This design comes from an exercise in tuning for small area, a short achievable clock period and few clock cycles per item on the open sky130 flow, not from production work.
Function was checked by simulation only, so behaviour that the tests miss may differ from the original.

// accel_pcpi_wrapper
module accel_pcpi_wrapper #(
  parameter int N = 4,
  parameter int W = 32
)(
  input  logic clk,
  input  logic rst_n,
  input  logic start_req,
  input  logic [N*N*W-1:0] memA,
  input  logic [N*N*W-1:0] memB,
  output logic done,
  output logic [N*N*W-1:0] result_flat
);
Size in the first run: ~22,000 cells after synthesis, roughly 1,500 I/O pins, ~240,000 um2 of cells after synthesis.
==> module accel_enc, before the edit <==
module accel_enc (
  input  logic [31:0] b,
  input  logic go,           
  output logic [15:0] x1,    
  output logic [15:0] x2,    
  output logic [15:0] ng     
);
  logic [32:0] bb;
  assign bb = {b, 1'b0};
  genvar d;
  generate
    for (d = 0; d < 16; d++) begin : dig
      accel_ex1 e1 (.go(go), .b1(bb[2*d+1]), .b0(bb[2*d]), .y(x1[d]));
      accel_ex2 e2 (.go(go), .b2(bb[2*d+2]), .b1(bb[2*d+1]), .b0(bb[2*d]), .y(x2[d]));
      assign ng[d] = bb[2*d+2];
    end
  endgenerate
endmodule
==> module accel_ex1, before the edit <==
module accel_ex1 (input logic go, b1, b0, output logic y);
  assign y = go & (b1 ^ b0);
endmodule
==> module accel_ex2, before the edit <==
module accel_ex2 (input logic go, b2, b1, b0, output logic y);
  assign y = go & (b2 ? ~(b1 | b0) : (b1 & b0));
endmodule
==> module accel_pcpi_wrapper, before the edit <==
module accel_pcpi_wrapper #(
  parameter int N = 4,
  parameter int W = 32
)(
  input  logic clk,
  input  logic rst_n,
  input  logic start_req,
  input  logic [N*N*W-1:0] memA,
  input  logic [N*N*W-1:0] memB,
  output logic done,
  output logic [N*N*W-1:0] result_flat
);
  localparam int K  = 4;           
  localparam int LD = 11;          
  localparam int BLK = 2;         
  logic [2:0] cnt, cnt_d;
  logic [K-1:0] sel_q, bsel;
  logic       idle, clr;
  assign idle = (cnt == '0);
  assign clr  = idle & start_req;    
  assign bsel = sel_q;
  logic go;
  assign go = start_req | ~sel_q[0];
  always_comb begin
    if (idle)
      cnt_d = start_req ? 3'(1) : '0;
    else if (cnt == 3'(K))
      cnt_d = '0;
    else
      cnt_d = cnt + 3'(1);
  end
  always_ff @(posedge clk or negedge rst_n) begin
    if (!rst_n) begin
      cnt   <= '0;
      sel_q <= K'(1);
      done  <= 1'b0;
    end else begin
      cnt  <= cnt_d;
      done <= (cnt == 3'(K));
      for (int p = 0; p < K; p++)
        sel_q[p] <= (cnt_d == 3'(p));
    end
  end
  genvar gi, gj;
  generate
    for (gi = 0; gi < N; gi++) begin : ar
      logic [W-1:0] av, a_q;
      always_comb begin
        av = '0;
        for (int p = 0; p < K; p++)
          av = av | ({W{sel_q[p]}} & memA[(gi*N+p)*W +: W]);
      end
      always_ff @(posedge clk) a_q <= av;
    end
    for (gj = 0; gj < N; gj++) begin : br
      logic [W-1:0] bv;
      always_comb begin
        bv = '0;
        for (int p = 0; p < K; p++)
          bv = bv | ({W{bsel[p]}} & memB[(p*N+gj)*W +: W]);
      end
      logic [15:0] x1, x2, ng;
      accel_enc enc (.b(bv), .go(go), .x1(x1), .x2(x2), .ng(ng));
      logic [LD-1:0] x1_q, x2_q, ng_q;
      always_ff @(posedge clk) begin
        x1_q <= x1[LD-1:0];
        x2_q <= x2[LD-1:0];
        ng_q <= ng[LD-1:0];
      end
    end
    for (gi = 0; gi < N; gi++) begin : row
      for (gj = 0; gj < N; gj++) begin : col
        logic [W-2*LD-1:0] h0, h1, h0_q, h1_q;
        accel_hi hi (
          .a(ar[gi].av[W-2*LD-1:0]),
          .x1(br[gj].x1[15:LD]), .x2(br[gj].x2[15:LD]), .ng(br[gj].ng[15:LD]),
          .h0(h0), .h1(h1));
        always_ff @(posedge clk) begin
          h0_q <= h0;
          h1_q <= h1;
        end
        logic [W-1:0] s_q, s_d;
        logic [W/BLK-2:0] c_q, c_d;
        accel_dot dot (
          .a(ar[gi].a_q),
          .x1(br[gj].x1_q), .x2(br[gj].x2_q), .ng(br[gj].ng_q),
          .h0(h0_q), .h1(h1_q),
          .sf(s_q), .cf(c_q), .clr(clr),
          .so(s_d), .co(c_d));
        always_ff @(posedge clk) begin
          s_q <= s_d;
          c_q <= c_d;
        end
        accel_cpa cpa (.s(s_q), .c(c_q), .y(result_flat[(gi*N+gj)*W +: W]));
      end
    end
  endgenerate
endmodule
Settings: LEC_CHECK=0, CAP_MARGIN=20, CORE_MARGIN=2, CORE_UTILIZATION=55, SETUP_SLACK_MARGIN=5, SLEW_MARGIN=20, SYNTH_HIERARCHICAL=1; clock period 10.0 ns.
standard.sh (not shown) runs the stock make flow with config.mk's settings and CLKGATE_MAP_FILE= SYNTH_SCRIPT=/design/flow/synth_recipe.tcl, a recipe that flattens the netlist after the stock synthesis.
==> flow/flow/run.sh <==
#!/bin/bash
set -euo pipefail
bash standard.sh synth > synth.log 2>&1
bash standard.sh "BUFFER_PORTS_ARGS=-buffer_cell sky130_fd_sc_hd__buf_2" finish > layout.log 2>&1
mkdir -p step_logs
cp orfs/logs/*/*/*/*.log step_logs/ 2>/dev/null || true
The starting point finished clean.
Testbench counts at the start, summed over its fixed seeds: cycles 1,928, items 384.
Change:
--- a/flow/design.v
+++ b/flow/design.v
@@ -409,9 +409,8 @@
   assign p = ~(({WD{x1}} & t[WD:1]) | ({WD{x2}} & t[WD-1:0]));
 endmodule
 module accel_enc (
   input  logic [31:0] b,
-  input  logic go,           
   output logic [15:0] x1,    
   output logic [15:0] x2,    
   output logic [15:0] ng     
 );
@@ -419,19 +418,19 @@
   assign bb = {b, 1'b0};
   genvar d;
   generate
     for (d = 0; d < 16; d++) begin : dig
-      accel_ex1 e1 (.go(go), .b1(bb[2*d+1]), .b0(bb[2*d]), .y(x1[d]));
-      accel_ex2 e2 (.go(go), .b2(bb[2*d+2]), .b1(bb[2*d+1]), .b0(bb[2*d]), .y(x2[d]));
+      accel_ex1 e1 (.b1(bb[2*d+1]), .b0(bb[2*d]), .y(x1[d]));
+      accel_ex2 e2 (.b2(bb[2*d+2]), .b1(bb[2*d+1]), .b0(bb[2*d]), .y(x2[d]));
       assign ng[d] = bb[2*d+2];
     end
   endgenerate
 endmodule
-module accel_ex1 (input logic go, b1, b0, output logic y);
-  assign y = go & (b1 ^ b0);
+module accel_ex1 (input logic b1, b0, output logic y);
+  assign y = b1 ^ b0;
 endmodule
-module accel_ex2 (input logic go, b2, b1, b0, output logic y);
-  assign y = go & (b2 ? ~(b1 | b0) : (b1 & b0));
+module accel_ex2 (input logic b2, b1, b0, output logic y);
+  assign y = b2 ? ~(b1 | b0) : (b1 & b0);
 endmodule
 module accel_fa (input logic a, b, c, output logic s, co);
   assign s  = a ^ b ^ c;
   assign co = (a & b) | (c & (a ^ b));
@@ -648,11 +647,9 @@
   logic [K-1:0] sel_q, bsel;
   logic       idle, clr;
   assign idle = (cnt == '0);
   assign clr  = idle & start_req;    
-  assign bsel = sel_q;
-  logic go;
-  assign go = start_req | ~sel_q[0];
+  assign bsel = {sel_q[K-1:1], sel_q[0] & start_req};
   always_comb begin
     if (idle)
       cnt_d = start_req ? 3'(1) : '0;
     else if (cnt == 3'(K))
@@ -690,9 +687,9 @@
         for (int p = 0; p < K; p++)
           bv = bv | ({W{bsel[p]}} & memB[(p*N+gj)*W +: W]);
       end
       logic [15:0] x1, x2, ng;
-      accel_enc enc (.b(bv), .go(go), .x1(x1), .x2(x2), .ng(ng));
+      accel_enc enc (.b(bv), .x1(x1), .x2(x2), .ng(ng));
       logic [LD-1:0] x1_q, x2_q, ng_q;
       always_ff @(posedge clk) begin
         x1_q <= x1[LD-1:0];
         x2_q <= x2[LD-1:0];
What happened:
- The changed run produced a clean layout
- count of clock-buffer cells in the layout grows by 4
- utilization increases by 0.52 points
- final area stays flat
- area after synthesis is lower by 0.79%
- hold slack is better by 0.035 ns
Testbench counts after the change, summed over its fixed seeds: cycles 1,928, items 384.

==> afterwards: timing with drivers on the ports <==
The flow's constraints put no driver on any port. The routed layouts listed below were extracted and timed again, unchanged, in two steps. Step 1 assumes that a clkbuf_16 drives the clock port and a buf_2 every other input. Step 2 adds t to the input delays and takes it off the output delays; t is the mean of the earliest and latest rising clock arrival at the registers after step 1. Input paths then give back, and output paths get back, about the clock's delay inside the block. Slacks: ideal ports / drivers / drivers and shift; pairs: ideal ports / drivers.
run	t (ns)	setup slack, ns	worst setup path at the end	latest minus earliest clock arrival (ns)
the first run	1.091	4.915 / 4.780 / 4.153	input to register	0.113 / 0.113
the second run	1.107	4.963 / 4.823 / 3.964	input to register	0.073 / 0.073
After both steps every run listed still meets setup and hold. The setup slack of the second run, which loses most, moves by -0.140 ns with the drivers and by -0.999 ns with both steps.
